From an optimization exercise on the open Yosys and OpenROAD flow, aimed at small area and a short achievable clock period; shortcuts taken in it are not production practice.
No run shown here included a check of the RTL's function; only the layout flow was run.

==> flow/design.v <==
`timescale 1ns / 1ps
`timescale 1ns / 1ps
`timescale 1ns / 1ps
module OpDecoder(
		input [1:0] op,
		output reg [6:0] seg
	);
	always @(op) begin
		case (op)
			2'd0: seg <= 7'b1110111;  
			2'd1: seg <= 7'b0111000;  
			2'd2: seg <= 7'b1101101;  
			2'd3: seg <= 7'b0001110;  
		endcase
	end
endmodule
`timescale 1ns / 1ps
module HexDecoder(
		input [3:0] bcd,
		output [6:0] seg
	);
	assign seg = bcd == 4'd0 ? 7'b0111111 :
		bcd == 4'd1 ? 7'b0000110 :
		bcd == 4'd2 ? 7'b1011011 :
		bcd == 4'd3 ? 7'b1001111 :
		bcd == 4'd4 ? 7'b1100110 :
		bcd == 4'd5 ? 7'b1101101 :
		bcd == 4'd6 ? 7'b1111101 :
		bcd == 4'd7 ? 7'b0000111 :
		bcd == 4'd8 ? 7'b1111111 :
		bcd == 4'd9 ? 7'b1101111 :
		bcd == 4'd10 ? 7'b1110111 :
		bcd == 4'd11 ? 7'b1111100 :
		bcd == 4'd12 ? 7'b0111001 :
		bcd == 4'd13 ? 7'b1011110 :
		bcd == 4'd14 ? 7'b1111001 :
		7'b1110001;
endmodule
`timescale 1ns / 1ps
`timescale 1ns / 1ps
`timescale 1ns / 1ps
module Microprocessor(
		input clk,
		input reset,
		input [7:0] instruction,
		output reg [7:0] pc,
		output [6:0] display_low,
		output [6:0] display_high,
		output [6:0] display_op,
		output [6:0] display_rs,
		output [6:0] display_rt,
		output [6:0] display_rd,
		output [4:0] display_pc
	);
	wire [1:0] op = instruction[7:6];
	wire [1:0] rs = instruction[5:4];
	wire [1:0] rt = instruction[3:2];
	wire [1:0] rd = instruction[1:0];
	wire [7:0] imm = {{7{instruction[1]}}, instruction[0]};
	wire is_add   = op == 2'b00;
	wire is_load  = op == 2'b01;
	wire is_store = op == 2'b10;
	wire is_jump  = op == 2'b11;
	reg [7:0] R [0:3];
	reg [7:0] M [0:31];
	reg [7:0] disp;
	integer i;
	wire [7:0] a = R[rs];
	wire [7:0] b = R[rt];
	wire [7:0] sum = a + b;
	wire [7:0] ea = a + imm;
	wire [4:0] addr = ea[4:0];
	reg [31:0] valid;
	wire [7:0] init = addr[4] ? -{4'd0, addr[3:0]} : {4'd0, addr[3:0]};
	wire [7:0] mdata = valid[addr] ? M[addr] : init;
	wire [7:0] result = is_load ? mdata : is_store ? ea : sum;
	always @(posedge reset or posedge clk) begin
		if (reset) begin
			for (i = 0; i < 4; i = i + 1)
				R[i] <= 8'd0;
		end else if (is_add) begin
			R[rd] <= sum;
		end else if (is_load) begin
			R[rt] <= mdata;
		end
	end
	always @(posedge clk) begin
		if (is_store)
			M[addr] <= b;
	end
	always @(posedge reset or posedge clk) begin
		if (reset)
			valid <= 32'd0;
		else if (is_store)
			valid[addr] <= 1'b1;
	end
	always @(posedge reset or posedge clk) begin
		if (reset) begin
			pc <= 8'd0;
			disp <= 8'd0;
		end else begin
			pc <= pc + 8'd1 + (is_jump ? imm : 8'd0);
			disp <= result;
		end
	end
	assign display_pc = pc[4:0];
	HexDecoder d_low(.bcd(disp[3:0]), .seg(display_low));
	HexDecoder d_high(.bcd(disp[7:4]), .seg(display_high));
	HexDecoder d_rs(.bcd({2'b00, rs}), .seg(display_rs));
	HexDecoder d_rt(.bcd({2'b00, rt}), .seg(display_rt));
	HexDecoder d_rd(.bcd({2'b00, rd}), .seg(display_rd));
	OpDecoder d_op(.op(op), .seg(display_op));
endmodule
==> flow/constraint.sdc <==
create_clock -name core_clock -period 5.5 [get_ports {clk}]
set_input_delay 1.1000 -clock core_clock [delete_from_list [all_inputs] [get_ports {clk}]]
set_output_delay 1.1000 -clock core_clock [all_outputs]
set_load 0.01 [all_outputs]
==> flow/run.sh <==
#!/bin/bash
# synth_recipe.tcl (not shown) runs the flow's synth.tcl, then flattens the netlist and writes it again
# the make line also repeats each setting of config.mk as NAME=value (left out here)
make -C /OpenROAD-flow-scripts/flow DESIGN_CONFIG=/design/flow/config.mk WORK_HOME=/design/flow/orfs CLKGATE_MAP_FILE= SYNTH_SCRIPT=/design/flow/synth_recipe.tcl finish
==> flow/config.mk <==
export PLATFORM = sky130hd
export DESIGN_NAME = Microprocessor
export DESIGN_NICKNAME = Microprocessor
export VERILOG_FILES = /design/flow/design.v
export SDC_FILE = /design/flow/constraint.sdc
export NUM_CORES = 4
export LEC_CHECK = 0
export CAP_MARGIN = 20
export CORE_MARGIN = 2
export CORE_UTILIZATION = 40
export CTS_CLUSTER_DIAMETER = 80
export CTS_CLUSTER_SIZE = 40
export SETUP_SLACK_MARGIN = 2.0
export SLEW_MARGIN = 20
export TNS_END_PERCENT = 0
==> results of run 1 <==
[stage by stage]
step	cells	setup WS [ns]
6_report	1646	1.52
5_1_grt	1646	1.45
4_1_cts	1642	1.64
3_5_place_dp	1595	0.275
3_3_place_gp	1595	0.257
2_1_floorplan	1023	1.21
[cell usage after synthesis, types with 3 or more instances]
cell type	count
o21bai_1	29
buf_6	6
buf_2	11
o22a_1	6
xnor2_1	13
nand2b_1	13
nand2_1	65
o22ai_1	9
a22oi_1	3
mux2i_1	47
o21ai_1	4
o21a_1	8
or2_2	3
a221oi_1	3
or3_1	5
a21o_1	11
a211oi_1	18
a21oi_1	39
nor2b_1	5
dfrtp_1	80
xor2_1	5
nor2_1	63
o221ai_1	7
mux2_2	5
nor4_1	7
nor3_1	13
inv_1	27
buf_1	5
o21ai_0	17
edfxtp_1	256
ha_1	33
clkbuf_1	33
fa_1	3
buf_4	16
o221a_2	3
nand3_1	21
mux4_2	87
[placed cells by master (no fill, tap or decap), types with 7 or more instances in the layout]
cell / Yosys / routed
o21ai_0: 17 / 17
o22ai_1: 9 / 9
inv_1: 27 / 23
nand2_1: 65 / 65
edfxtp_1: 256 / 256
o21bai_1: 29 / 29
mux4_2: 87 / 87
a21oi_1: 39 / 39
buf_4: 16 / 67
a211oi_1: 18 / 8
buf_12: 0 / 7
mux2i_1: 47 / 45
clkdlybuf4s50_1: 0 / 53
nor3_1: 13 / 12
nor2_1: 63 / 61
nand2b_1: 13 / 13
nand3_1: 21 / 20
xnor2_1: 13 / 13
ha_1: 33 / 27
dfrtp_1: 80 / 80
a21o_1: 11 / 11
clkbuf_16: 0 / 21
o21a_1: 8 / 8
a211oi_2: 0 / 10
[sequential cells by signal, summed over array words and instances (netlist names)]
signal	flops
M	256
R	32
valid	32
disp	8
pc	8
[final cells by class]
| cell class | instances | share of cell area, % |
|---|---|---|
| clock buffer | 23 | 2.99 |
| clock inverter | 13 | 0.861 |
| inverter | 29 | 0.689 |
| multi-input combinational | 587 | 31.2 |
| sequential | 336 | 53.3 |
| tap | 518 | 3.57 |
| timing repair buffer | 140 | 7.36 |
[critical path, delay by kind of cell]
family	cells	cell delay (ns)
mux	4	1.33
compound gates	2	0.77
fa+ha+maj	2	0.60
buf+inv	3	0.41
xor+xnor	1	0.18
[timing repair]
item,4_1_cts,5_1_grt
resized for setup,56,2
pin swaps,12,1
setup buffers,9,4
endpoints found under the setup margin,353,316
endpoints found under the hold margin,0,0
cloned,2,0
[metal layers]
layer / global-route usage (%) / wire, um / vias to the layer above
met3: 2.41 / 1930 / 63
li1: - / - / 4131
met2: 30.5 / 18100 / 262
met5: 0 / 0 / -
met4: 5.20 / 1030 / 0
met1: 26.6 / 16600 / 4830
[cell families after synthesis]
group / share of synthesized area (%)
AOI/OAI and AO/OA: 7.87
DFF: 62.1
xor gates and xnor gates: 1.22
adders and majority gates: 3.03
buffers and inverters: 3.26
other: 0.0240
and+or+nand+nor: 6.14
muxes: 16.4
[worst max path at each step]
| stage | startpoint | endpoint | slack, ns | depth (start not counted) |
|---|---|---|---|---|
| final | instruction[5] | R[2][3]$_DFFE_PP0P_ | 1.52 | 12 |
| after detailed placement | instruction[5] | R[0][6]$_DFFE_PP0P_ | 0.27 | 11 |
| after global routing | instruction[5] | R[3][6]$_DFFE_PP0P_ | 1.45 | 13 |
| after CTS | instruction[5] | R[2][3]$_DFFE_PP0P_ | 1.64 | 11 |
| after global placement | instruction[5] | R[0][6]$_DFFE_PP0P_ | 0.26 | 11 |
| after floorplan | instruction[5] | R[3][3]$_DFFE_PP0P_ | 1.21 | 10 |
==> results.json, run 1 <==
{
  "synthToLayoutAreaGrowth_pct": 16.4,
  "layout-drive-gt1-share_pct": 24.0,
  "drt_iter0_drc": 883,
  "post-route-cell-area_um2": 18200,
  "start_util_pct": 40.5,
  "dieArea_um2": 40600,
  "ctsHtreeMaxLevel": 1,
  "fmax_ghz": 0.251,
  "hold_end": "valid[18]$_DFFE_PP0P_",
  "worstSetupStartpointType": "input pin",
  "post-route-util_pct": 47.1,
  "die_w_um": 202,
  "synth_area_um2": 15600,
  "clk_latency_ns": 0.55,
  "hold_ws_ns": 0.456,
  "min_period_ns": 3.98,
  "max_slew_margin_pct": 39.7,
  "num_rows": 72,
  "final_max_slew_viol_count": 0,
  "gp_congestion": 0.857,
  "rsz0062_at_grt": "true",
  "synth_top_area_cell": "edfxtp_1",
  "synth.distinct_cells": 68,
  "hpwlAfterDp_um": 24900,
  "multi_input_area_um2": 5670,
  "antenna_found_initial": 0,
  "antennaDiodeCount": 0,
  "dpl_cell_area_um2": 17100,
  "cp.arrival_ns": 4.40,
  "critPathCaptureType": "flop",
  "cp_common_cell": "mux4_2",
  "reg2regPathDepth": 11,
  "setup-violations-final": 0,
  "grt_first_pass_wirelength_um": 58400,
  "synthFlopType": "edfxtp_1",
  "clockBufferDepth": 3,
  "min_period_over_period_pct": 72.4,
  "critPathKind": "input pin to flop",
  "ys_seq_area_share_pct": 62.1,
  "clock_skew_ns": 0.0432,
  "r2r_slack_ns": 1.78,
  "drc": 0,
  "hp-class": "flop to flop",
  "port-buffer-count": 61,
  "hp-start": "valid[18]$_DFFE_PP0P_",
  "synthCells": 1021,
  "ys_ff_latch": 336,
  "critPathMaxFanout": 7,
  "vias_per_cell": 5.64,
  "crit-reg2reg-capture": "R[2][3]$_DFFE_PP0P_",
  "worstMarginPinSlew_ns": 0.901,
  "nets": 1160,
  "chipHeight_um": 202,
  "synth_top_area_share_pct": 49.2,
  "post_drt_wl_per_cell_um": 22.9,
  "routed_wl_um": 37700,
  "final-hold-violation-count": 0,
  "fin_setup_tns_ns": 0,
  "clkSinkCount": 336,
  "r2r_start": "R[3][0]$_DFFE_PP0P_",
  "required_ns": 5.91,
  "async_flop_share_pct": 23.8,
  "cp_slowest_cell": "mux4_2",
  "grtUsageTotal_pct": 18.7,
  "grt_pass1_vias": 9383,
  "synth_area_per_cell_um2": 15.3,
  "status": "no timing/DRC/antenna violations",
  "coreArea_um2": 38600,
  "drv_cap": 0,
  "holdPathStages": 1,
  "grt_max_degree": 48,
  "synthTopCellsByArea": "edfxtp_1 49%, dfrtp_1 13%, mux4_2 13%",
  "yosys_warnings": 3,
  "clock-root-buffer": "clkbuf_16",
  "drtPass1Iterations": 5,
  "vias": 9286,
  "path_cells": "buf_8 > mux4_2 > ha_4 > fa_2 > xor2_4 > buf_12 > mux4_2 > mux2_4 > a221o_2 > buf_4 > mux2i_4 > o221a_2",
  "cts_buffers": 20,
  "postCtsHoldBufs": 0,
  "clk_pin_slew_worst_paths_ns": 0.08,
  "regArea_um2": 9690,
  "synth-edff-count": 256,
  "grt_overflow_total": 0,
  "ios": 65,
  "cts_tree": "yes",
  "ant_nets": 0,
  "fillers": 3372,
  "cpPeakStageDelay_ns": 0.54
}
==> run 2: changes to the inputs <==
--- a/flow/config.mk
+++ b/flow/config.mk
@@ -8,8 +8,6 @@
 export CAP_MARGIN = 20
 export CORE_MARGIN = 2
 export CORE_UTILIZATION = 40
-export CTS_CLUSTER_DIAMETER = 80
-export CTS_CLUSTER_SIZE = 40
-export SETUP_SLACK_MARGIN = 2.0
+export SETUP_SLACK_MARGIN = 1.5
 export SLEW_MARGIN = 20
 export TNS_END_PERCENT = 0
==> run 2 against run 1 <==
Effect of this change:
- first-iteration DRC count increased by 0.57%
- critical endpoint is now R[0][7]$_DFFE_PP0P_
- via count rose by 1.5%
- highest routed layer unchanged
- still clean
- sequential share of layout area shrank 1.6 points
==> results.json, run 2 <==
{
  "status": "no timing/DRC/antenna violations",
  "worstSetupStartpointType": "input pin",
  "clk_latency_ns": 0.53,
  "cp.arrival_ns": 4.35,
  "critPathCaptureType": "flop",
  "critPathMaxFanout": 7,
  "cts_buffers": 38,
  "min_period_over_period_pct": 72.4,
  "synthFlopType": "edfxtp_1",
  "clk_pin_slew_worst_paths_ns": 0.06,
  "clock-root-buffer": "clkbuf_16",
  "min_period_ns": 3.98,
  "setup-violations-final": 0,
  "vias": 9421,
  "layout-drive-gt1-share_pct": 25.4,
  "critPathTopFamily": "multiplexers",
  "final_max_slew_viol_count": 0,
  "largest_register_ffs": 256,
  "synth_area_um2": 15600,
  "regArea_um2": 9690,
  "ys_ff_latch": 336,
  "post-route-util_pct": 48.6,
  "cp_slowest_cell": "mux4_2",
  "yosys_warnings": 3,
  "coreArea_um2": 38600,
  "synth_area_per_cell_um2": 15.3,
  "num_rows": 72,
  "top_register": "M",
  "hpwlAfterDp_um": 24900,
  "cpPeakStageDelay_ns": 0.54,
  "ios": 65,
  "required_ns": 5.87,
  "rsz0062_at_grt": "true",
  "synth_top_area_cell": "edfxtp_1",
  "drt_iter0_drc": 888,
  "most-common-layout-cells": "256 x edfxtp_1, 87 x mux4_2, 80 x dfrtp_1",
  "ant_nets": 0,
  "clockBufferDepth": 3,
  "critPathKind": "input pin to flop",
  "grt_max_degree": 48,
  "synth_top_area_share_pct": 49.2,
  "max_slew_margin_pct": 23.0,
  "fillers": 3346,
  "port-buffer-count": 61,
  "async_flop_share_pct": 23.8,
  "drv_cap": 0,
  "antennaDiodeCount": 0,
  "synth.distinct_cells": 68,
  "worst-path-buf-inv": 3,
  "dieArea_um2": 40600,
  "synth_commonest_cells": "256 x edfxtp_1, 87 x mux4_2, 80 x dfrtp_1",
  "post_drt_wl_per_cell_um": 23.0,
  "drc": 0,
  "hp-class": "flop to flop",
  "synthCells": 1021,
  "yosysMostFrequentCell": "edfxtp_1",
  "nets": 1176,
  "chipHeight_um": 202,
  "gp_congestion": 0.857,
  "die_w_um": 202,
  "clock_skew_ns": 0.0156,
  "ctsHtreeMaxLevel": 2,
  "synthTopCellsByArea": "edfxtp_1 49%, dfrtp_1 13%, mux4_2 13%",
  "path_cells": "buf_8 > mux4_2 > ha_4 > fa_2 > xor2_4 > buf_12 > mux4_2 > mux2_4 > a221o_2 > buf_12 > a21oi_4 > o221ai_2",
  "mostFrequentLayoutCell": "edfxtp_1",
  "antenna_found_initial": 1,
  "grt_pass1_vias": 9556,
  "worstMarginPinSlew_ns": 1.15,
  "synth-edff-count": 256,
  "clkSinkCount": 336,
  "grt_overflow_total": 0,
  "fmax_ghz": 0.251,
  "grt_first_pass_wirelength_um": 59500,
  "vias_per_cell": 5.61,
  "drtPass1Iterations": 5,
  "multi_input_area_um2": 5720,
  "routed_wl_um": 38600,
  "ys_seq_area_share_pct": 62.1,
  "top_regs": "M: 256 flops, R: 32 flops, valid: 32 flops",
  "synthToLayoutAreaGrowth_pct": 20.0,
  "start_util_pct": 40.5,
  "final-hold-violation-count": 0,
  "fin_setup_tns_ns": 0,
  "grtUsageTotal_pct": 19.2,
  "cts_tree": "yes"
}
## run 2: cell count changes in the layout (fill, tap and decap cells not counted), sizes merged
cell and delta:
clkbuf +27, clkinv +12, dlygate4sd2 -6, inv -4, clkdlybuf4s50 +3, dlymetal6s2s +3, buf -2, bufinv +2
clkinvlp -2, clkdlybuf4s15 -1
## run 2: per-stage QoR
step / hold WS (ns) / setup WS, ns / cell area (um2) / instances
finish: 0.452 / 1.52 / 18700 / 1678
global route: 0.471 / 1.44 / 18700 / 1678
CTS: 0.452 / 1.46 / 18600 / 1676
detailed placement: 0.439 / 0.275 / 17100 / 1595
global placement: 0.432 / 0.257 / 17100 / 1595
floorplan: 0.420 / 1.21 / 15800 / 1023
## run 2: layer usage
layer	global-route usage, %	up-vias	wire (um)
li1	-	4184	-
met1	26.8	4849	16600
met2	31.2	324	18600
met3	3.08	64	2340
met4	5.99	0	1020
met5	0	-	0
## run 2: kinds of logic after synthesis
group / after synthesis / share of synthesized area [%]
simple gates: 208 / 6.14
flops: 336 / 62.1
compound gates: 176 / 7.87
fa+ha+maj: 36 / 3.03
mux: 143 / 16.4
xor+xnor: 20 / 1.22
other cells: 1 / 0.0240
buf+inv: 101 / 3.26
## run 2: path summary, 6_finish.rpt
check                                 startpoint  slack, ns                     to  cells past startpoint
max                               instruction[5]       1.52    R[0][7]$_DFFE_PP0P_                     12
min                        valid[18]$_DFFE_PP0P_       0.45  valid[18]$_DFFE_PP0P_                      1
max reg2reg                  R[3][0]$_DFFE_PP0P_       1.79    R[0][7]$_DFFE_PP0P_                     11
min reg2reg                valid[18]$_DFFE_PP0P_       0.45  valid[18]$_DFFE_PP0P_                      1
max in group asynchronous                  reset       3.46    R[2][3]$_DFFE_PP0P_                      3
min in group asynchronous                  reset       0.97        pc[5]$_DFF_PP0_                      2
## run 2: worst reg2reg max path: cells and delay by family, from the launching register on
family                     cells  cell delay (ns)
muxes                          3             1.13
buffers and inverters          2             0.34
DFF                            1             0.39
AOI/OAI and AO/OA              3             0.84
adders and majority gates      2             0.65
xor gates and xnor gates       1             0.20
## run 2: area by class of cell
cell class	count	share of cell area [%]
clock buffers	49	5.41
inverters	29	0.668
multi-input cells	587	30.5
flip-flops and latches	336	51.7
well taps	518	3.46
clock inverters	21	0.968
repair buffers	138	7.25
## run 2: what timing repair did
action                     in CTS  in global routing
setup buffers                   8                  2
hold buffers                    0                  0
gates cloned                    3                  0
gates resized for setup        25                 40
pin swaps                       7                  7
setup endpoints to repair     308                103
==> run 3: changes to the inputs <==
==> flow/flow/run.sh (new file) <==
#!/bin/bash
# Standard layout, with the port buffers made of buf_1 cells instead of the
# cell buffer_ports picks by itself.
set -euo pipefail
export BUFFER_PORTS_ARGS="-buffer_cell sky130_fd_sc_hd__buf_1"
bash standard.sh > standard_make.log 2>&1
==> flow/standard.sh (new file) <==
#!/bin/bash
# synth_recipe.tcl (not shown) runs the flow's synth.tcl, then flattens the netlist and writes it again
# the make line also repeats each setting of config.mk as NAME=value (left out here)
make -C /OpenROAD-flow-scripts/flow DESIGN_CONFIG=/design/flow/config.mk WORK_HOME=/design/flow/orfs CLKGATE_MAP_FILE= SYNTH_SCRIPT=/design/flow/synth_recipe.tcl "${@:-finish}"
--- a/flow/config.mk
+++ b/flow/config.mk
@@ -8,6 +8,6 @@
 export CAP_MARGIN = 20
 export CORE_MARGIN = 2
 export CORE_UTILIZATION = 40
-export SETUP_SLACK_MARGIN = 1.5
+export SETUP_SLACK_MARGIN = 2.0
 export SLEW_MARGIN = 20
 export TNS_END_PERCENT = 0
removed: flow/run.sh
==> run 3 against run 2 <==
Effect of this change:
- non-clock buffer count shrank 5
- clock skew grew 0.0015 ns
- global-route usage shrank 0.23 points
- routed wire length grew 3.4%
- critical path type unchanged
- largest cell class unchanged
==> results.json, run 3 <==
{
  "fin_setup_tns_ns": 0,
  "hold_end": "valid[18]$_DFFE_PP0P_",
  "coreArea_um2": 38600,
  "hp-start": "valid[18]$_DFFE_PP0P_",
  "synth_area_per_cell_um2": 15.3,
  "synthTopCellsByArea": "edfxtp_1 49%, dfrtp_1 13%, mux4_2 13%",
  "critPathCaptureType": "flop",
  "max_slew_margin_pct": 38.2,
  "drt_iter0_drc": 1022,
  "regArea_um2": 9690,
  "dpl_cell_area_um2": 16700,
  "stdcell_count": 1676,
  "clk_latency_ns": 0.56,
  "yosysMostFrequentCell": "edfxtp_1",
  "cp.arrival_ns": 4.35,
  "start_util_pct": 40.5,
  "clk_pin_slew_worst_paths_ns": 0.06,
  "drc": 0,
  "multi_input_area_um2": 5950,
  "nets": 1174,
  "r2r_start": "R[3][0]$_DFFE_PP0P_",
  "ant_nets": 0,
  "die_w_um": 202,
  "fillers": 3302,
  "chipHeight_um": 202,
  "antennaDiodeCount": 0,
  "postCtsHoldBufs": 0,
  "reg2regPathDepth": 11,
  "timing.final.ws_setup_ns": 1.58,
  "final-hold-violation-count": 0,
  "synthFlopType": "edfxtp_1",
  "critPathKind": "input pin to flop",
  "drtPass1Iterations": 5,
  "clock_skew_ns": 0.0171,
  "pre_cts_slack_ns": 0.357,
  "final_max_slew_viol_count": 0,
  "vias_per_cell": 5.72,
  "holdPathStages": 1,
  "synth_commonest_cells": "256 x edfxtp_1, 87 x mux4_2, 80 x dfrtp_1",
  "ios": 65,
  "vias": 9589,
  "drv_cap": 0,
  "synth_top_area_cell": "edfxtp_1",
  "hp-class": "flop to flop",
  "worstSetupStartpointType": "input pin",
  "cts_tree": "yes",
  "synthToLayoutAreaGrowth_pct": 18.9,
  "grtUsageTotal_pct": 19.0,
  "antenna_found_initial": 2,
  "synth-edff-count": 256,
  "status": "no timing/DRC/antenna violations",
  "yosys_warnings": 3,
  "layout-drive-gt1-share_pct": 26.4,
  "grt_max_degree": 47,
  "grt_first_pass_wirelength_um": 58400,
  "clkSinkCount": 336,
  "synthCells": 1021,
  "ctsHtreeMaxLevel": 2,
  "top_register": "M",
  "most-common-layout-cells": "256 x edfxtp_1, 87 x mux4_2, 80 x dfrtp_1",
  "gp_congestion": 0.845,
  "post-route-cell-area_um2": 18600,
  "synth.distinct_cells": 68,
  "rsz0062_at_grt": "true",
  "dieArea_um2": 40600,
  "critPathMaxFanout": 8,
  "worstMarginPinSlew_ns": 0.920,
  "crit-reg2reg-capture": "R[3][0]$_DFFE_PP0P_",
  "r2r_slack_ns": 1.79,
  "dp.cells": 1585,
  "setup-violations-final": 0,
  "synth_top_area_share_pct": 49.2,
  "num_rows": 72,
  "fmax_ghz": 0.255,
  "min_period_ns": 3.92,
  "grt_overflow_total": 0,
  "top_regs": "M: 256 flops, R: 32 flops, valid: 32 flops",
  "largest_register_ffs": 256,
  "routed_wl_um": 39900,
  "mostFrequentLayoutCell": "edfxtp_1",
  "hpwlAfterDp_um": 24600,
  "clockBufferDepth": 3,
  "cts_buffers": 38,
  "grt_pass1_vias": 9412,
  "port-buffer-count": 61,
  "clock-root-buffer": "clkbuf_16",
  "post_drt_wl_per_cell_um": 23.8,
  "synth_area_um2": 15600,
  "required_ns": 5.93,
  "async_flop_share_pct": 23.8,
  "ys_ff_latch": 336,
  "min_period_over_period_pct": 71.3,
  "ys_seq_area_share_pct": 62.1
}
run 3: cell counts after synthesis:
Identical to the previous run, type by type.
run 3: metal layers:
| layer | GRT usage [%] | wire length, um | vias to the layer above |
|---|---|---|---|
| met5 | 0 | 23 | - |
| met4 | 6.54 | 1050 | 4 |
| met3 | 2.96 | 2750 | 74 |
| met2 | 30.8 | 18900 | 320 |
| met1 | 26.3 | 17200 | 4987 |
| li1 | - | - | 4204 |
run 3: how the worst max path moves through the flow:
stage	end	depth (start not counted)	slack [ns]	from
6_report	R[3][0]$_DFFE_PP0P_	12	1.58	instruction[5]
5_1_grt	R[0][6]$_DFFE_PP0P_	12	1.51	instruction[5]
4_1_cts	R[3][3]$_DFFE_PP0P_	11	1.68	instruction[5]
3_5_place_dp	R[2][3]$_DFFE_PP0P_	12	0.36	instruction[5]
3_3_place_gp	R[2][3]$_DFFE_PP0P_	12	0.36	instruction[5]
2_1_floorplan	R[3][3]$_DFFE_PP0P_	10	1.21	instruction[5]
run 3: cells by family (layout without fill, tap and decap cells):
kind of cell | count (synthesis) | count (layout) | synth area share [%]
flip-flops | 336 | 336 | 62.1
XOR/XNOR | 20 | 20 | 1.22
AND/OR/NAND/NOR | 208 | 208 | 6.14
AO/OA/AOI/OAI | 176 | 177 | 7.87
buffers and inverters | 101 | 232 | 3.26
multiplexers | 143 | 146 | 16.4
adder cells (fa/ha/maj) | 36 | 36 | 3.03
other | 1 | 3 | 0.0240
run 3: area by class of cell:
cell class / instances / area share (%)
Clock buffer: 44 / 5.30
Multi-Input combinational cell: 590 / 32.0
Timing Repair Buffer: 133 / 5.25
Inverter: 29 / 0.607
Clock inverter: 26 / 1.11
Sequential cell: 336 / 52.2
Tap cell: 518 / 3.49
run 3: repair_timing:
| item | 4_1_cts | 5_1_grt |
|---|---|---|
| setup buffers | 12 | 2 |
| gates resized for setup | 53 | 32 |
| gates cloned | 3 | 4 |
| endpoints found under the setup margin | 330 | 300 |
| pin swaps | 9 | 11 |
run 3: critical path, stage by stage:
cell and delay, ns:
buf_12 0.08, mux4_2 0.53, ha_4 0.20, fa_2 0.44, xor2_4 0.20, buf_12 0.17
mux4_2 0.29, mux2_4 0.32, a221o_4 0.46, buf_6 0.16, mux2i_4 0.28, o21ai_1 0.11
run 3: metrics by stage:
| step | hold WS, ns | utilization [%] |
|---|---|---|
| floorplan | 0.420 | - |
| global placement | 0.447 | 43.2 |
| detailed placement | 0.446 | 43.2 |
| CTS | 0.463 | 47.5 |
| global route | 0.483 | 48.1 |
| finish | 0.458 | 48.1 |
==> run 4: changes to the inputs <==
==> flow/flow/run.sh (replaced) <==
#!/bin/bash
# Standard layout, with the port buffers made of buf_2 cells instead of the
# cell buffer_ports picks by itself.
set -euo pipefail
export BUFFER_PORTS_ARGS="-buffer_cell sky130_fd_sc_hd__buf_2"
bash standard.sh > standard_make.log 2>&1
==> run 4 against run 3 <==
Effect of this change:
- still clean on timing, DRC and antenna
- critical endpoint is now R[0][2]$_DFFE_PP0P_
- register-to-register slack got worse by 0.23 ns
- critical path depth rose by 1
- largest cell class unchanged
- utilization fell by 0.30 points
==> results.json, run 4 <==
{
  "status": "no timing/DRC/antenna violations",
  "final_max_slew_viol_count": 0,
  "start_util_pct": 40.5,
  "synthMuxAreaShare_pct": 16.4,
  "critPathKind": "input pin to flop",
  "num_rows": 72,
  "hp-class": "flop to flop",
  "vias_per_cell": 5.61,
  "synth_compound_gate_area_share_pct": 7.87,
  "cts_tree": "yes",
  "yosysMostFrequentCell": "edfxtp_1",
  "mostFrequentLayoutCell": "edfxtp_1",
  "critPathMaxFanout": 27,
  "async_flop_share_pct": 23.8,
  "ios": 65,
  "synthTopCellsByArea": "edfxtp_1 49%, dfrtp_1 13%, mux4_2 13%",
  "synth.distinct_cells": 68,
  "synthToLayoutAreaGrowth_pct": 18.1,
  "final-hold-violation-count": 0,
  "worstSetupStartpointType": "input pin",
  "clk_latency_ns": 0.56,
  "synth_simple_gate_area_share_pct": 6.14,
  "ys_ff_latch": 336,
  "clockBufferDepth": 3,
  "grtUsageTotal_pct": 19.5,
  "gp_congestion": 0.846,
  "cp_slowest_cell": "mux4_2",
  "coreArea_um2": 38600,
  "ant_nets": 0,
  "grt_pass1_vias": 9591,
  "port-buffer-count": 61,
  "min_period_ns": 4.02,
  "fin_setup_tns_ns": 0,
  "cts_buffers": 38,
  "timing.final.ws_setup_ns": 1.48,
  "clk_pin_slew_worst_paths_ns": 0.06,
  "yosys_warnings": 3,
  "synth_commonest_cells": "256 x edfxtp_1, 87 x mux4_2, 80 x dfrtp_1",
  "hpwlAfterDp_um": 24000,
  "required_ns": 5.88,
  "endpoint": "R[0][2]$_DFFE_PP0P_",
  "drt_iter0_drc": 771,
  "antennaDiodeCount": 0,
  "reg2regPathDepth": 12,
  "antenna_found_initial": 4,
  "r2r_start": "R[3][0]$_DFFE_PP0P_",
  "fmax_ghz": 0.249,
  "r2r_slack_ns": 1.56,
  "postCtsHoldBufs": 0,
  "drc": 0,
  "rsz0062_at_grt": "true",
  "synthFlopType": "edfxtp_1",
  "synth_area_um2": 15600,
  "synth-edff-count": 256,
  "clkSinkCount": 336,
  "grt_max_degree": 42,
  "largest_register_ffs": 256,
  "ctsHtreeMaxLevel": 2,
  "pre_cts_slack_ns": 0.453,
  "dieArea_um2": 40600,
  "drtPass1Iterations": 7,
  "post_drt_wl_per_cell_um": 23.8,
  "synth_top_area_share_pct": 49.2,
  "synth_fa_ha_area_share_pct": 3.03,
  "clock_skew_ns": 0.0250,
  "synth_top_family_by_area": "multiplexers",
  "synthCells": 1021,
  "synth_area_per_cell_um2": 15.3,
  "die_w_um": 202,
  "setup-violations-final": 0,
  "hold_ws_ns": 0.457,
  "worstMarginPinSlew_ns": 0.823,
  "crit_start": "instruction[5]",
  "yosys.area_share.xor_xnor_pct": 1.22,
  "grt_first_pass_wirelength_um": 59600,
  "crit-reg2reg-capture": "R[0][2]$_DFFE_PP0P_",
  "critPathCaptureType": "flop",
  "ys_seq_area_share_pct": 62.1,
  "cpPeakStageDelay_ns": 0.56,
  "top_regs": "M: 256 flops, R: 32 flops, valid: 32 flops",
  "routed_wl_um": 39800,
  "min_period_over_period_pct": 73.1,
  "path_cells": "buf_12 > mux4_2 > ha_4 > fa_2 > xor2_4 > buf_12 > buf_16 > mux4_2 > mux2i_2 > o22a_1 > o221ai_1 > mux2i_2 > a21oi_1",
  "fillers": 3337,
  "vias": 9363,
  "nets": 1169,
  "layout-drive-gt1-share_pct": 28.8,
  "chipHeight_um": 202,
  "synth_top_area_cell": "edfxtp_1",
  "cp.arrival_ns": 4.40,
  "top_register": "M",
  "drv_cap": 0,
  "grt_overflow_total": 0,
  "most-common-layout-cells": "256 x edfxtp_1, 87 x mux4_2, 80 x dfrtp_1",
  "max_slew_margin_pct": 44.9,
  "clock-root-buffer": "clkbuf_16"
}
run 4: cell counts after synthesis:
No cell type changed its count.
run 4: kinds of logic after synthesis:
group,count (synthesis)
flip-flops,336
AND/OR/NAND/NOR,208
AO/OA/AOI/OAI,176
multiplexers,143
buffers and inverters,101
adder cells (fa/ha/maj),36
XOR/XNOR,20
other,1
run 4: what timing repair did:
| action | CTS | global route |
|---|---|---|
| buffers inserted | 15 | 2 |
| gates cloned | 4 | 2 |
| endpoints found under the hold margin | 0 | 0 |
| setup endpoints to repair | 330 | 320 |
| gates resized for setup | 30 | 15 |
| pin swaps | 8 | 7 |
run 4: worst min path at each step:
stage	from	endpoint	slack, ns	cells past startpoint
3_5_place_dp	valid[18]$_DFFE_PP0P_	valid[18]$_DFFE_PP0P_	0.44	1
4_1_cts	valid[18]$_DFFE_PP0P_	valid[18]$_DFFE_PP0P_	0.45	1
5_1_grt	valid[18]$_DFFE_PP0P_	valid[18]$_DFFE_PP0P_	0.47	1
6_report	valid[18]$_DFFE_PP0P_	valid[18]$_DFFE_PP0P_	0.46	1
3_3_place_gp	valid[18]$_DFFE_PP0P_	valid[18]$_DFFE_PP0P_	0.43	1
2_1_floorplan	valid[18]$_DFFE_PP0P_	valid[18]$_DFFE_PP0P_	0.42	1
run 4: layout make-up:
| type | count | area [um2] | area share [%] |
|---|---|---|---|
| clock buffers | 49 | 1000 | 5.43 |
| well taps | 518 | 648 | 3.51 |
| clock inverters | 20 | 246 | 1.34 |
| inverters | 29 | 119 | 0.644 |
| multi-input cells | 590 | 5770 | 31.3 |
| repair buffers | 128 | 973 | 5.28 |
| flip-flops and latches | 336 | 9690 | 52.5 |
run 4: through the flow:
| stage | std cells | instance area (um2) | util [%] |
|---|---|---|---|
| 6_report | 1670 | 18400 | 47.8 |
| 5_1_grt | 1670 | 18400 | 47.8 |
| 3_5_place_dp | 1578 | 16700 | 43.2 |
| 4_1_cts | 1666 | 18300 | 47.5 |
| 2_1_floorplan | 1023 | 15800 | - |
| 3_3_place_gp | 1578 | 16700 | 43.2 |
run 4: metal layers:
metal	wire [um]	up-vias	global-route usage, %
met5	84	-	0
met4	974	2	6.62
met3	2470	73	3.01
met2	18800	322	31.5
met1	17400	4783	27.1
li1	-	4183	-
run 4: worst max-delay path, delay by kind of cell:
kind | cells | cell delay, ns
buf+inv | 3 | 0.43
fa+ha+maj | 2 | 0.66
xor+xnor | 1 | 0.17
compound gates | 3 | 0.53
mux | 4 | 1.49
==> run 5: changes to the inputs <==
--- a/flow/design.v
+++ b/flow/design.v
@@ -68,7 +68,20 @@
 	wire [7:0] a = R[rs];
 	wire [7:0] b = R[rt];
 	wire [7:0] sum = a + b;
-	wire [7:0] ea = a + imm;
+	wire [1:0] ic = instruction[1:0];
+	reg [7:0] flip;
+	integer k;
+	always @(*) begin
+		for (k = 0; k < 8; k = k + 1) begin
+			case (ic)
+				2'd0: flip[k] = 1'b0;
+				2'd1: flip[k] = &(a | ~((8'd1 << k) - 8'd1));
+				2'd2: flip[k] = (k == 0) ? 1'b0 : ~|(a & ((8'd1 << k) - 8'd2));
+				default: flip[k] = ~|(a & ((8'd1 << k) - 8'd1));
+			endcase
+		end
+	end
+	wire [7:0] ea = a ^ flip;
 	wire [4:0] addr = ea[4:0];
 	reg [31:0] valid;
 	wire [7:0] init = addr[4] ? -{4'd0, addr[3:0]} : {4'd0, addr[3:0]};
@@ -99,7 +112,7 @@
 			pc <= 8'd0;
 			disp <= 8'd0;
 		end else begin
-			pc <= pc + 8'd1 + (is_jump ? imm : 8'd0);
+			pc <= pc + (is_jump ? imm + 8'd1 : 8'd1);
 			disp <= result;
 		end
 	end
==> flow/run.sh (new file) <==
#!/bin/bash
# synth_recipe.tcl (not shown) runs the flow's synth.tcl, then flattens the netlist and writes it again
# the make line also repeats each setting of config.mk as NAME=value (left out here)
make -C /OpenROAD-flow-scripts/flow DESIGN_CONFIG=/design/flow/config.mk WORK_HOME=/design/flow/orfs CLKGATE_MAP_FILE= SYNTH_SCRIPT=/design/flow/synth_recipe.tcl finish
--- a/flow/config.mk
+++ b/flow/config.mk
@@ -8,6 +8,6 @@
 export CAP_MARGIN = 20
 export CORE_MARGIN = 2
 export CORE_UTILIZATION = 40
-export SETUP_SLACK_MARGIN = 2.0
+export SETUP_SLACK_MARGIN = 3.0
 export SLEW_MARGIN = 20
 export TNS_END_PERCENT = 0
removed: flow/flow/run.sh
removed: flow/standard.sh
==> run 5 against run 4 <==
Effect of this change:
- still clean
- area after synthesis up 1.4%
- hold slack improved by 0.013 ns
- non-clock buffer count rose by 71
- clock skew is 0.013 ns lower
- via count up 14%
- synthesized cell count up 15%
- cell area up 6.9%
- cell count increased by 13%
- setup slack lost 0.021 ns
==> results.json, run 5 <==
{
  "nets": 1375,
  "synth_commonest_cells": "256 x edfxtp_1, 151 x nand2_1, 80 x dfrtp_1",
  "clk_latency_ns": 0.54,
  "post-route-util_pct": 50.8,
  "ios": 65,
  "dieArea_um2": 41200,
  "antenna_found_initial": 0,
  "critPathMaxFanout": 29,
  "vias_per_cell": 5.69,
  "regArea_um2": 9690,
  "grt_max_degree": 42,
  "grt_pass1_vias": 10500,
  "synth-edff-count": 256,
  "synth_compound_gate_area_share_pct": 10.2,
  "synthToLayoutAreaGrowth_pct": 24.5,
  "synth.distinct_cells": 70,
  "worstSetupStartpointType": "input pin",
  "critPathKind": "input pin to flop",
  "most-common-layout-cells": "256 x edfxtp_1, 148 x nand2_1, 106 x buf_4",
  "synthFlopType": "edfxtp_1",
  "crit-reg2reg-capture": "R[0][2]$_DFFE_PP0P_",
  "fmax_ghz": 0.247,
  "r2r_start": "R[3][0]$_DFFE_PP0P_",
  "yosys.area_share.xor_xnor_pct": 1.37,
  "drtPass1Iterations": 5,
  "ys_seq_area_share_pct": 61.2,
  "start_util_pct": 40.8,
  "final-hold-violation-count": 0,
  "synth_top_family_by_area": "multiplexers",
  "critPathCaptureType": "flop",
  "crit_start": "instruction[4]",
  "fin_setup_tns_ns": 0,
  "grt_overflow_total": 0,
  "num_rows": 72,
  "top_register": "M",
  "synth_simple_gate_area_share_pct": 9.21,
  "synth_area_per_cell_um2": 13.5,
  "synthMuxAreaShare_pct": 11.8,
  "ctsHtreeMaxLevel": 2,
  "async_flop_share_pct": 23.8,
  "top_regs": "M: 256 flops, R: 32 flops, valid: 32 flops",
  "clockBufferDepth": 3,
  "gp_congestion": 0.886,
  "cts_tree": "yes",
  "vias": 10700,
  "min_period_over_period_pct": 73.5,
  "synth_top_area_cell": "edfxtp_1",
  "layout-drive-gt1-share_pct": 25.8,
  "mostFrequentLayoutCell": "edfxtp_1",
  "stdcell_count": 1880,
  "chipHeight_um": 203,
  "required_ns": 5.94,
  "final_max_slew_viol_count": 0,
  "synthTopCellsByArea": "edfxtp_1 49%, dfrtp_1 13%, mux4_2 8.2%",
  "worstMarginPinSlew_ns": 0.804,
  "clock-root-buffer": "clkbuf_16",
  "coreArea_um2": 38800,
  "yosys_warnings": 3,
  "ys_ff_latch": 336,
  "hold_ws_ns": 0.471,
  "postCtsHoldBufs": 0,
  "cts_buffers": 37,
  "hp-start": "valid[22]$_DFFE_PP0P_",
  "r2r_slack_ns": 1.72,
  "hp-class": "flop to flop",
  "drv_cap": 0,
  "clock_skew_ns": 0.0118,
  "rsz0062_at_grt": "true",
  "cp.arrival_ns": 4.48,
  "post_drt_wl_per_cell_um": 22.7,
  "multi_input_area_um2": 6100,
  "synthCells": 1173,
  "hpwlAfterDp_um": 27000,
  "setup-violations-final": 0,
  "drc": 0,
  "drt_iter0_drc": 950,
  "port-buffer-count": 62,
  "ant_nets": 0,
  "status": "no timing/DRC/antenna violations",
  "min_period_ns": 4.04,
  "routed_wl_um": 42700,
  "dp.cells": 1753,
  "largest_register_ffs": 256,
  "die_w_um": 203,
  "antennaDiodeCount": 0,
  "synth_area_um2": 15800,
  "fillers": 3262,
  "synth_top_area_share_pct": 48.5,
  "clkSinkCount": 336,
  "reg2regPathDepth": 13,
  "clk_pin_slew_worst_paths_ns": 0.06,
  "endpoint": "R[0][2]$_DFFE_PP0P_",
  "max_slew_margin_pct": 46.4,
  "synth_fa_ha_area_share_pct": 2.64,
  "yosysMostFrequentCell": "edfxtp_1",
  "grt_first_pass_wirelength_um": 65500,
  "grtUsageTotal_pct": 21.0
}
## run 5: changes by cell type in the layout (fill, tap and decap cells not counted), sizes merged, moves of 8 or more
cell	previous run	this run
nand2	66	152
clkdlybuf4s50	0	56
mux4	91	58
and3	1	19
a31o	1	15
nor3	13	25
a211oi	18	29
nor2	63	74
a31oi	2	12
nand4	1	10
a21o	11	3
mux2i	50	42
## run 5: final cells by class
class	count	share of cell area [%]
clock buffer	50	5.10
clock inverter	18	0.558
inverter	35	0.869
multi-input combinational	724	30.9
sequential	336	49.1
tap	518	3.29
timing repair buffer	199	10.1
## run 5: per-layer routing
metal | GRT usage (%) | routed length, um
met1 | 29.6 | 18500
met2 | 33.3 | 20100
met3 | 3.60 | 3010
met4 | 6.80 | 1180
met5 | 0 | 0
## run 5: kinds of logic after synthesis
| kind of cell | Yosys count |
|---|---|
| flops | 336 |
| simple gates | 329 |
| compound gates | 223 |
| buf+inv | 115 |
| mux | 112 |
| fa+ha+maj | 33 |
| xor+xnor | 24 |
| other cells | 1 |
## run 5: what timing repair did
| action | 4_1_cts | 5_1_grt |
|---|---|---|
| cloned | 8 | 0 |
| endpoints found under the setup margin | 546 | 387 |
| gates resized for setup | 86 | 21 |
| pin swaps | 25 | 9 |
| buffers inserted | 49 | 2 |
## run 5: critical path, stage by stage
cell and delay (ns):
buf_8 0.08, mux4_2 0.59, buf_6 0.17, a211o_1 0.30, nand3_4 0.12, nand2_8 0.11
bufbuf_16 0.31, clkinv_8 0.15, nand2_1 0.08, a31o_2 0.24, mux4_2 0.51, nor4_2 0.22
a41oi_1 0.16, a41oi_1 0.31
## run 5: worst min-delay path by stage
| stage | end | slack [ns] | cells past startpoint |
|---|---|---|---|
| after global placement | valid[30]$_DFFE_PP0P_ | 0.45 | 1 |
| after floorplan | valid[22]$_DFFE_PP0P_ | 0.43 | 1 |
| after global routing | valid[22]$_DFFE_PP0P_ | 0.49 | 1 |
| after detailed placement | valid[6]$_DFFE_PP0P_ | 0.46 | 1 |
| after CTS | valid[22]$_DFFE_PP0P_ | 0.47 | 1 |
| final | valid[22]$_DFFE_PP0P_ | 0.47 | 1 |
## run 5: metrics by stage
step	setup WS [ns]	cell area [um2]
after global routing	1.40	19700
final	1.46	19700
after global placement	0.159	17600
after CTS	1.48	19600
after detailed placement	0.0967	17600
after floorplan	1.38	16100
==> run 6: changes to the inputs <==
--- a/flow/config.mk
+++ b/flow/config.mk
@@ -8,6 +8,6 @@
 export CAP_MARGIN = 20
 export CORE_MARGIN = 2
 export CORE_UTILIZATION = 40
-export SETUP_SLACK_MARGIN = 3.0
+export SETUP_SLACK_MARGIN = 2.0
 export SLEW_MARGIN = 20
 export TNS_END_PERCENT = 0
==> run 6 against run 5 <==
Effect of this change:
- global-route usage did not move
- routed wire length did not move
- first-iteration DRC count did not move
- highest routed layer unchanged
- hold slack did not move
- register-to-register slack barely moved
- clock skew did not move
- cell area did not move
- synthesized cell count did not move
- sequential share of layout area did not move
- still clean
==> results.json, run 6 <==
{
  "cp.arrival_ns": 4.48,
  "synthCells": 1173,
  "synth_top_area_share_pct": 48.5,
  "post-route-util_pct": 50.8,
  "post_drt_wl_per_cell_um": 22.7,
  "vias_per_cell": 5.69,
  "ys_seq_area_share_pct": 61.2,
  "ant_nets": 0,
  "most-common-layout-cells": "256 x edfxtp_1, 148 x nand2_1, 106 x buf_4",
  "worstMarginPinSlew_ns": 0.804,
  "start_util_pct": 40.8,
  "pre_cts_slack_ns": 0.0967,
  "grt_first_pass_wirelength_um": 65500,
  "ctsHtreeMaxLevel": 2,
  "hp-class": "flop to flop",
  "critPathKind": "input pin to flop",
  "drv_cap": 0,
  "synth-edff-count": 256,
  "holdPathStages": 1,
  "clkSinkCount": 336,
  "timing.final.ws_setup_ns": 1.46,
  "cts_buffers": 37,
  "postCtsHoldBufs": 0,
  "drtPass1Iterations": 5,
  "hpwlAfterDp_um": 27000,
  "hold_end": "valid[22]$_DFFE_PP0P_",
  "worst-path-buf-inv": 4,
  "grt_max_degree": 42,
  "ios": 65,
  "cts_tree": "yes",
  "die_w_um": 203,
  "clock-root-buffer": "clkbuf_16",
  "port-buffer-count": 62,
  "crit_start": "instruction[4]",
  "layout-drive-gt1-share_pct": 25.8,
  "clock_skew_ns": 0.0118,
  "min_period_over_period_pct": 73.5,
  "crit-reg2reg-capture": "R[0][2]$_DFFE_PP0P_",
  "synthToLayoutAreaGrowth_pct": 24.5,
  "critPathCaptureType": "flop",
  "chipHeight_um": 203,
  "fmax_ghz": 0.247,
  "post-route-cell-area_um2": 19700,
  "vias": 10700,
  "grt_overflow_total": 0,
  "worstSetupStartpointType": "input pin",
  "cpPeakStageDelay_ns": 0.59,
  "dpl_cell_area_um2": 17600,
  "yosys_warnings": 3,
  "status": "no timing/DRC/antenna violations",
  "rsz0062_at_grt": "true",
  "max_slew_margin_pct": 46.4,
  "synth_commonest_cells": "256 x edfxtp_1, 151 x nand2_1, 80 x dfrtp_1",
  "setup-violations-final": 0,
  "final_max_slew_viol_count": 0,
  "antennaDiodeCount": 0,
  "nets": 1375,
  "largest_register_ffs": 256,
  "min_period_ns": 4.04,
  "yosysMostFrequentCell": "edfxtp_1",
  "critPathTopFamily": "multiplexers",
  "gp_congestion": 0.886,
  "path_depth": 14,
  "critPathMaxFanout": 29,
  "top_regs": "M: 256 flops, R: 32 flops, valid: 32 flops",
  "dieArea_um2": 41200,
  "num_rows": 72,
  "clockBufferDepth": 3,
  "async_flop_share_pct": 23.8,
  "synth_top_area_cell": "edfxtp_1",
  "top_register": "M",
  "clk_pin_slew_worst_paths_ns": 0.06,
  "drc": 0,
  "antenna_found_initial": 0,
  "mostFrequentLayoutCell": "edfxtp_1",
  "coreArea_um2": 38800,
  "drt_iter0_drc": 950,
  "cp_slowest_cell": "mux4_2",
  "grt_pass1_vias": 10500,
  "final-hold-violation-count": 0,
  "synthFlopType": "edfxtp_1",
  "synth_area_um2": 15800,
  "ys_ff_latch": 336,
  "routed_wl_um": 42700,
  "synth_area_per_cell_um2": 13.5,
  "fin_setup_tns_ns": 0,
  "path_cells": "buf_8 > mux4_2 > buf_6 > a211o_1 > nand3_4 > nand2_8 > bufbuf_16 > clkinv_8 > nand2_1 > a31o_2 > mux4_2 > nor4_2 > a41oi_1 > a41oi_1",
  "clk_latency_ns": 0.54,
  "required_ns": 5.94,
  "r2r_start": "R[3][0]$_DFFE_PP0P_",
  "hp-start": "valid[22]$_DFFE_PP0P_",
  "reg2regPathDepth": 13,
  "grtUsageTotal_pct": 21.0,
  "hold_ws_ns": 0.471,
  "synth.distinct_cells": 70,
  "synthTopCellsByArea": "edfxtp_1 49%, dfrtp_1 13%, mux4_2 8.2%",
  "fillers": 3262,
  "r2r_slack_ns": 1.72
}
run 6: cell counts after synthesis:
No cell type changed its count.
run 6: worst max-delay path by stage:
| stage | slack (ns) | to |
|---|---|---|
| 2_1_floorplan | 1.38 | R[0][4]$_DFFE_PP0P_ |
| 3_5_place_dp | 0.1 | R[2][1]$_DFFE_PP0P_ |
| 6_report | 1.46 | R[0][2]$_DFFE_PP0P_ |
| 3_3_place_gp | 0.16 | R[1][1]$_DFFE_PP0P_ |
| 5_1_grt | 1.40 | R[2][5]$_DFFE_PP0P_ |
| 4_1_cts | 1.48 | R[3][4]$_DFFE_PP0P_ |
run 6: what timing repair did:
item	4_1_cts	5_1_grt
setup buffers	49	2
hold endpoints to repair	0	0
gates resized for setup	86	21
pin swaps	25	9
setup endpoints to repair	351	340
cloned	8	0
run 6: final cells by class:
type,count,area [um2],share of cell area (%)
Inverter,35,171,0.869
Clock inverter,18,110,0.558
Tap cell,518,648,3.29
Timing Repair Buffer,199,2000,10.1
Multi-Input combinational cell,724,6100,30.9
Clock buffer,50,1010,5.10
Sequential cell,336,9690,49.1
run 6: cell families after synthesis:
group	count (synthesis)	synth area share [%]
compound gates	223	10.2
other cells	1	0.0237
flops	336	61.2
mux	112	11.8
simple gates	329	9.21
xor+xnor	24	1.37
fa+ha+maj	33	2.64
buf+inv	115	3.60
run 6: routing by layer:
layer  up-vias  part of all wire [%]  global-route usage, %
li1       4807                     -                      -
met1      5404                    43                   29.6
met2       424                    47                   33.3
met3        69                   7.0                   3.60
met4         0                   2.8                   6.80
met5         -                     0                      0
run 6: through the flow:
stage               cells
floorplan            1174
global placement     1753
detailed placement   1753
CTS                  1878
global route         1880
finish               1880

-- re-timing with driven ports --
The flow's constraints put no driver on any port. The routed layouts listed below were extracted and timed again, unchanged, in two steps. Step 1: set_driving_cell puts a clkbuf_16 on clk and a buf_2 on each other input, an assumption about the parent block. Step 2 moves the port delays by t, midway between the first and last clock arrival at a register: inputs arrive t later, outputs are due t later. That takes back most of the time a late clock gives input paths. Slacks: ideal / step 1 / step 2; pairs: ideal / step 1.
run | t (ns) | setup slack, ns | clock arrival spread, ns | worst register clock-pin slew, ns
run 1 | 0.580 | 1.517 / 1.512 / 0.933 | 0.044 / 0.045 | 0.12 / 0.12
run 2 | 0.571 | 1.517 / 1.515 / 0.945 | 0.016 / 0.017 | 0.06 / 0.06
run 3 | 0.602 | 1.576 / 1.565 / 0.963 | 0.020 / 0.020 | 0.06 / 0.06
run 4 | 0.599 | 1.478 / 1.465 / 0.866 | 0.025 / 0.025 | 0.07 / 0.07
run 5 | 0.585 | 1.457 / 1.457 / 0.872 | 0.012 / 0.012 | 0.06 / 0.06
run 6 | 0.585 | 1.457 / 1.457 / 0.872 | 0.012 / 0.012 | 0.06 / 0.06
After both steps every run listed still meets setup and hold. For run 3, which loses most, drivers alone change the setup slack by -0.011 ns; drivers and shift together by -0.613 ns.
